Source: an optimization exercise on an open RTL-to-GDS flow (aim: small area, a short achievable clock period and few clock cycles). Production flows keep margins and buffers that such runs may drop.
The RTL was checked by simulation tests, not by an equivalence proof against the original design.
Power is estimated from default activity; no workload was simulated.

## lane 1
==> flow/design.v <==
module l1_dcache(input clock,
                 input reset,
                 input ren,
                 input wen,
                 input [(($clog2(((64)*((4)*(4)))))-1):0] addr,
                 input [((4)-1):0] byteSelectVector,
                 input [(((4)*8)-1):0] din,
                 output stall,
                 output [(((4)*8)-1):0] dout,
                 output memRen,
                 output memWen,
                 output [(($clog2((64)))-1):0] memBlockAddr,
                 output [((((4)*(4))*8)-1):0] memDin,
                 input memReadReady,
                 input memWriteDone,
                 input [((((4)*(4))*8)-1):0] memDout);
    localparam IDLE = 2'd0, WB = 2'd1, RD = 2'd2;
    reg [127:0] data0 [0:3];
    reg [127:0] data1 [0:3];
    reg [3:0]   tag0  [0:3];
    reg [3:0]   tag1  [0:3];
    reg [3:0]   valid0, valid1;
    reg [3:0]   dirty0, dirty1;
    reg [3:0]   mru;             
    reg [1:0]   state;
    wire [1:0] set  = addr[5:4];
    wire [3:0] tg   = addr[9:6];
    wire [1:0] word = addr[3:2];
    wire [3:0] sdec = {set == 2'd3, set == 2'd2, set == 2'd1, set == 2'd0};
    wire [3:0] wdec = {word == 2'd3, word == 2'd2, word == 2'd1, word == 2'd0};
    wire req = ren ^ wen;
    wire wr  = wen & ~ren;
    wire [3:0] eq0, eq1;
    wire [3:0] svw, sdirty;
    wire [3:0] stag [0:3];
    genvar g;
    generate
        for (g = 0; g < 4; g = g + 1) begin : perset
            assign eq0[g] = valid0[g] & (tag0[g] == tg);
            assign eq1[g] = valid1[g] & (tag1[g] == tg);
            assign svw[g] = valid0[g] & (~valid1[g] | ~mru[g]);
            assign sdirty[g] = svw[g] ? (valid1[g] & dirty1[g]) : (valid0[g] & dirty0[g]);
            assign stag[g] = svw[g] ? tag1[g] : tag0[g];
        end
    endgenerate
    wire m0 = |(eq0 & sdec);
    wire m1 = |(eq1 & sdec);
    wire hit = m0 | m1;
    wire vw = |(svw & sdec);
    wire vdirty = |(sdirty & sdec);
    wire [3:0] vtag = ({4{sdec[0]}} & stag[0]) | ({4{sdec[1]}} & stag[1]) |
                      ({4{sdec[2]}} & stag[2]) | ({4{sdec[3]}} & stag[3]);
    wire [127:0] blk0 = ({128{sdec[0]}} & data0[0]) | ({128{sdec[1]}} & data0[1]) |
                        ({128{sdec[2]}} & data0[2]) | ({128{sdec[3]}} & data0[3]);
    wire [127:0] blk1 = ({128{sdec[0]}} & data1[0]) | ({128{sdec[1]}} & data1[1]) |
                        ({128{sdec[2]}} & data1[2]) | ({128{sdec[3]}} & data1[3]);
    wire [31:0] w0 = ({32{wdec[0]}} & blk0[31:0])  | ({32{wdec[1]}} & blk0[63:32]) |
                     ({32{wdec[2]}} & blk0[95:64]) | ({32{wdec[3]}} & blk0[127:96]);
    wire [31:0] w1 = ({32{wdec[0]}} & blk1[31:0])  | ({32{wdec[1]}} & blk1[63:32]) |
                     ({32{wdec[2]}} & blk1[95:64]) | ({32{wdec[3]}} & blk1[127:96]);
    wire [31:0] memword = ({32{wdec[0]}} & memDout[31:0])  | ({32{wdec[1]}} & memDout[63:32]) |
                          ({32{wdec[2]}} & memDout[95:64]) | ({32{wdec[3]}} & memDout[127:96]);
    wire idle = (state == IDLE);
    wire inwb = (state == WB);
    wire inrd = (state == RD);
    wire miss = idle & req & ~hit;
    wire fill = inrd & memReadReady;
    assign stall  = miss | inwb | (inrd & ~memReadReady);
    assign memWen = (miss & vdirty) | inwb;
    assign memRen = (miss & ~vdirty) | inrd;
    assign memBlockAddr = (~inrd & vdirty) ? {vtag, set} : addr[9:4];
    assign memDin = vw ? blk1 : blk0;
    assign dout   = ({32{m0}} & w0) | ({32{m1}} & w1) | ({32{inrd}} & memword);
    wire [15:0] bsel;
    wire [127:0] wdata;
    generate
        for (g = 0; g < 16; g = g + 1) begin : bytes
            assign bsel[g] = wr & wdec[g / 4] & byteSelectVector[g % 4];
            assign wdata[g*8 +: 8] = bsel[g] ? din[(g%4)*8 +: 8] : memDout[g*8 +: 8];
        end
    endgenerate
    wire whit = idle & wr;
    wire [3:0] fill0 = {4{fill & ~vw}} & sdec;
    wire [3:0] fill1 = {4{fill &  vw}} & sdec;
    wire [3:0] wh0 = {4{whit & m0}} & sdec;
    wire [3:0] wh1 = {4{whit & m1}} & sdec;
    integer s, k;
    always @(posedge clock) begin
        for (s = 0; s < 4; s = s + 1) begin
            for (k = 0; k < 16; k = k + 1) begin
                if (fill0[s] | (wh0[s] & bsel[k])) data0[s][k*8 +: 8] <= wdata[k*8 +: 8];
                if (fill1[s] | (wh1[s] & bsel[k])) data1[s][k*8 +: 8] <= wdata[k*8 +: 8];
            end
            if (fill0[s]) begin tag0[s] <= tg; dirty0[s] <= wr; end
            else if (wh0[s]) dirty0[s] <= 1'b1;
            if (fill1[s]) begin tag1[s] <= tg; dirty1[s] <= wr; end
            else if (wh1[s]) dirty1[s] <= 1'b1;
            if (sdec[s] & fill) mru[s] <= vw;
            else if (sdec[s] & idle & req & hit) mru[s] <= m1;
        end
    end
    always @(posedge clock or negedge reset) begin
        if (!reset) begin
            valid0 <= 4'b0;
            valid1 <= 4'b0;
            state <= IDLE;
        end else begin
            valid0 <= valid0 | fill0;
            valid1 <= valid1 | fill1;
            case (state)
                IDLE: if (miss) state <= vdirty ? WB : RD;
                WB:   if (memWriteDone) state <= RD;
                RD:   if (memReadReady) state <= IDLE;
                default: state <= IDLE;
            endcase
        end
    end
endmodule
clock: 8.0 ns
lec_check: 0
cap_margin: 20
core_margin: 2
core_utilization: 60
cts_cluster_diameter: 60
cts_cluster_size: 25
setup_slack_margin: 3
slew_margin: 20
tns_end_percent: 0
standard.sh (not shown) runs the stock make flow with config.mk's settings and CLKGATE_MAP_FILE= SYNTH_SCRIPT=/design/flow/synth_recipe.tcl, a recipe that flattens the netlist after the stock synthesis.
==> flow/flow/run.sh <==
#!/bin/bash
# The standard layout, with plain buffers (not delay buffers) on the ports.
set -euo pipefail
export BUFFER_PORTS_ARGS="-buffer_cell sky130_fd_sc_hd__buf_1"
bash standard.sh > standard_flow.log 2>&1
The flow did not stop early for lane 1: all stages ran, and the layout cleared the timing, design-rule and antenna checks.
Testbench counts of lane 1, summed over its fixed seeds: cycles 60,857.
### lane 1 -> lane 2
- CTS_CLUSTER_SIZE no longer set, was 25
- CTS_CLUSTER_DIAMETER no longer set, was 60
### Flow results
Measured against lane 2, the total internal power of lane 1 comes out at 0.910 times the reference value.
Against lane 1, cell area in lane 2 came out worse.
The higher share of the clock period used by the worst path of lane 2 and lane 1 is in lane 1.

==> separate check: timing with driven ports <==
No port has a modelled driver above. Below, the same layouts with a new extraction and two added sets of constraints. Step 1, drivers: a clkbuf_16 drives clock and a buf_2 each remaining input, both assumed. Step 2 moves the port delays by t, midway between the first and last clock arrival at a register: inputs arrive t later, outputs are due t later. That takes back most of the time a late clock gives input paths. a / b / c = no drivers / after step 1 / after step 2; a / b = the first two.
run	shift t [ns]	setup slack, ns	worst register clock-pin slew, ns
lane 1	0.700	2.711 / 2.493 / 2.493	0.10 / 0.10
lane 2	0.738	2.783 / 2.516 / 2.516	0.07 / 0.07
After both steps every run listed still meets setup and hold. For lane 2, which loses most, drivers alone change the setup slack by -0.267 ns; drivers and shift together by -0.267 ns.
